Background: an optimization exercise with open tools, aiming at small area. Do not read the settings as production practice.
At most, simulation tests tie the RTL to the original design; equivalence was not proved.

==> 11-16 <==
## contador_ms
module contador_ms (
    input logic clk, rst, pulse_in,
    input logic read_time,
    output logic ready, done_tick,
    output logic [19:0] count,
    output logic [5:0] time_ms,
    output logic [5:0] last_time_ms
);
logic x, y;
logic [19:0] c;
logic [5:0] q, tm, lt;
wire dn = !x && !y;
wire start = x && !y && pulse_in;
wire inc = !x && y && pulse_in;
always_ff @(posedge clk, posedge rst) begin
    if (rst) begin
        x <= 1'b1; y <= 1'b0; c <= '0; tm <= '0; lt <= '0;
    end else begin
        y <= pulse_in;
        if (!y) x <= !(x && pulse_in);
        if (start) c <= '0;
        else if (inc) c <= c + 20'd1;
        if (dn) begin
            tm <= q;
            if (read_time) lt <= q;
        end
    end
end
assign ready = x;
assign done_tick = dn;
assign count = c;
assign time_ms = tm;
assign last_time_ms = lt;
logic [15:0] r;
wire wrap = (r == 16'd33928);
always_ff @(posedge clk) begin
    if (x || wrap) r <= '0;
    else r <= {r[14:0], ~(r[15] ^ r[2])};
    if (x) q <= '0;
    else if (inc && wrap) q <= q + 6'd1;
end
endmodule
==> module contador_ms, before the edit <==
module contador_ms (
    input logic clk, rst, pulse_in,
    input logic read_time,
    output logic ready, done_tick,
    output logic [19:0] count,
    output logic [5:0] time_ms,
    output logic [5:0] last_time_ms
);
logic x, y;
logic [19:0] c;
logic [5:0] q, tm, lt;
wire dn = !x && !y;
wire start = x && !y && pulse_in;
wire inc = !x && y && pulse_in;
always_ff @(posedge clk, posedge rst) begin
    if (rst) begin
        x <= 1'b1; y <= 1'b0; c <= '0; tm <= '0; lt <= '0;
    end else begin
        y <= pulse_in;
        if (!y) x <= !(x && pulse_in);
        if (start) c <= '0;
        else if (inc) c <= c + 20'd1;
        if (dn) begin
            tm <= q;
            if (read_time) lt <= q;
        end
    end
end
assign ready = x;
assign done_tick = dn;
assign count = c;
assign time_ms = tm;
assign last_time_ms = lt;
logic [15:0] r;
wire wrap = (r == 16'd33928);
always_ff @(posedge clk) begin
    if (x || wrap) r <= '0;
    else r <= {r[14:0], ~(r[15] ^ r[2])};
    if (x) q <= '0;
    else if (inc && wrap) q <= q + 6'd1;
end
endmodule
==> flow/config.mk <==
export PLATFORM = sky130hd
export DESIGN_NAME = contador_ms
export DESIGN_NICKNAME = contador_ms
export VERILOG_FILES = /design/flow/design.v
export SDC_FILE = /design/flow/constraint.sdc
export NUM_CORES = 4
export LEC_CHECK = 0
export CAP_MARGIN = 20
export CORE_MARGIN = 2
export CORE_UTILIZATION = 40
export SLEW_MARGIN = 20
==> flow/constraint.sdc <==
create_clock -name core_clock -period 25.0 [get_ports {clk}]
set_input_delay 5.0000 -clock core_clock [delete_from_list [all_inputs] [get_ports {clk}]]
set_output_delay 5.0000 -clock core_clock [all_outputs]
set_load 0.01 [all_outputs]
standard.sh (not shown) runs the stock make flow with config.mk's settings and CLKGATE_MAP_FILE= SYNTH_SCRIPT=/design/flow/synth_recipe.tcl, a recipe that flattens the netlist after the stock synthesis.
==> flow/flow/run.sh <==
#!/bin/bash
# Standard ORFS layout with two changes: port buffers use the smallest
# buffer (buf_1) instead of the default pick, and CTS uses no dummy loads.
set -euo pipefail
export BUFFER_PORTS_ARGS="-buffer_cell sky130_fd_sc_hd__buf_1"
export CTS_ARGS="-sink_clustering_enable -repair_clock_nets -dont_use_dummy_load"
bash standard.sh finish > standard_flow.log 2>&1
==> 08-01: changes against 11-16 <==
==> flow/design.v (replaced) <==
module contador_ms (
    input logic clk, rst, pulse_in,
    input logic read_time,  
    output logic ready, done_tick,
    output logic [19:0] count,  
    output logic [5:0] time_ms,  
    output logic [5:0] last_time_ms  
);
typedef enum {idle, counting, done} state_type;
state_type state_reg, state_next;
logic [31:0] count_reg, count_next;
logic [31:0] time_ms_reg, time_ms_next;
logic [31:0] last_time_ms_reg, last_time_ms_next;  
  parameter logic [31:0] MS_PER_CLOCK = 50000;  
logic pulse_in_prev;  
logic edge_detected;
always_ff @(posedge clk, posedge rst) begin
    if (rst) begin
        state_reg <= idle;
        count_reg <= 0;
        time_ms_reg <= 0;
        last_time_ms_reg <= 0;
        pulse_in_prev <= 0;
    end else begin
        state_reg <= state_next;
        count_reg <= count_next;
        time_ms_reg <= time_ms_next;
        last_time_ms_reg <= last_time_ms_next;
        pulse_in_prev <= pulse_in;  
    end
end
assign edge_detected = (pulse_in && !pulse_in_prev);  
always_comb begin
    state_next = state_reg;
    ready = 1'b0;
    done_tick = 1'b0;
    count_next = count_reg;
    time_ms_next = time_ms_reg;
    last_time_ms_next = last_time_ms_reg;  
    case (state_reg)
        idle: begin
            ready = 1'b1;
            if (edge_detected) begin  
                count_next = 0;  
                state_next = counting;
            end
        end
        counting: begin
            if (!pulse_in) begin  
                state_next = done;
            end else begin
                count_next = count_reg + 1;  
            end
        end
        done: begin
            done_tick = 1'b1;
            time_ms_next = count_reg / MS_PER_CLOCK;  
            if (read_time) begin
                last_time_ms_next = time_ms_next;  
            end
            state_next = idle;  
        end
        default: state_next = idle;
    endcase
end
assign time_ms = time_ms_reg[5:0];  
assign count = count_reg;  
assign last_time_ms = last_time_ms_reg[5:0];  
endmodule
==> flow/run.sh (new file) <==
#!/bin/bash
# synth_recipe.tcl (not shown) runs the flow's synth.tcl, then flattens the netlist and writes it again
# the make line also repeats each setting of config.mk as NAME=value (left out here)
make -C /OpenROAD-flow-scripts/flow DESIGN_CONFIG=/design/flow/config.mk WORK_HOME=/design/flow/orfs CLKGATE_MAP_FILE= SYNTH_SCRIPT=/design/flow/synth_recipe.tcl finish
removed: flow/flow/run.sh
removed: flow/standard.sh
==> summary.txt <==
Against 08-01, the global-route usage of 11-16 is lower by 8.4 points. In clock-buffer cell count, 08-01 and 11-16 do not differ. Between 11-16 and 08-01, the lower clock skew is in 08-01 (gap 12 ps). The via count of 08-01 is 7.8 times that of 11-16. Between 11-16 and 08-01, the lower critical path depth is in 11-16 (gap 49). In 08-01 the register-to-register slack is worse than in 11-16, by 16000 ps. In 08-01 the sequential share of layout area is lower than in 11-16, by 41 points. Against 11-16, the maximum frequency of 08-01 is smaller by 64%.
The RTL of 11-16 was laid out without a check of its function.

==> static timing again, ports no longer ideal <==
The results above use ideal ports. As a check the final layouts listed here were re-extracted and re-timed, cells and wires unchanged.
Step 1 assumes that a clkbuf_16 drives the clock port and a buf_2 every other input.
Step 2 also shifts input and output timing later by t, the mid clock arrival at the registers, as if the neighbouring blocks saw the same clock.
Three values: no drivers, after step 1, after step 2; two values: the first two.
run | t (ns) | slack for setup (ns) | worst hold slack (ns) | worst setup path at the end
11-16 | 0.327 | 18.411 / 18.418 / 18.091 | 0.495 / 0.495 / 0.495 | input to register
08-01 | 0.335 | 6.669 / 6.669 / 6.669 | 0.492 / 0.492 / 0.492 | register to register
After both steps every run listed still meets setup and hold. For 11-16, which loses most, drivers alone change the setup slack by +0.007 ns; drivers and shift together by -0.320 ns.
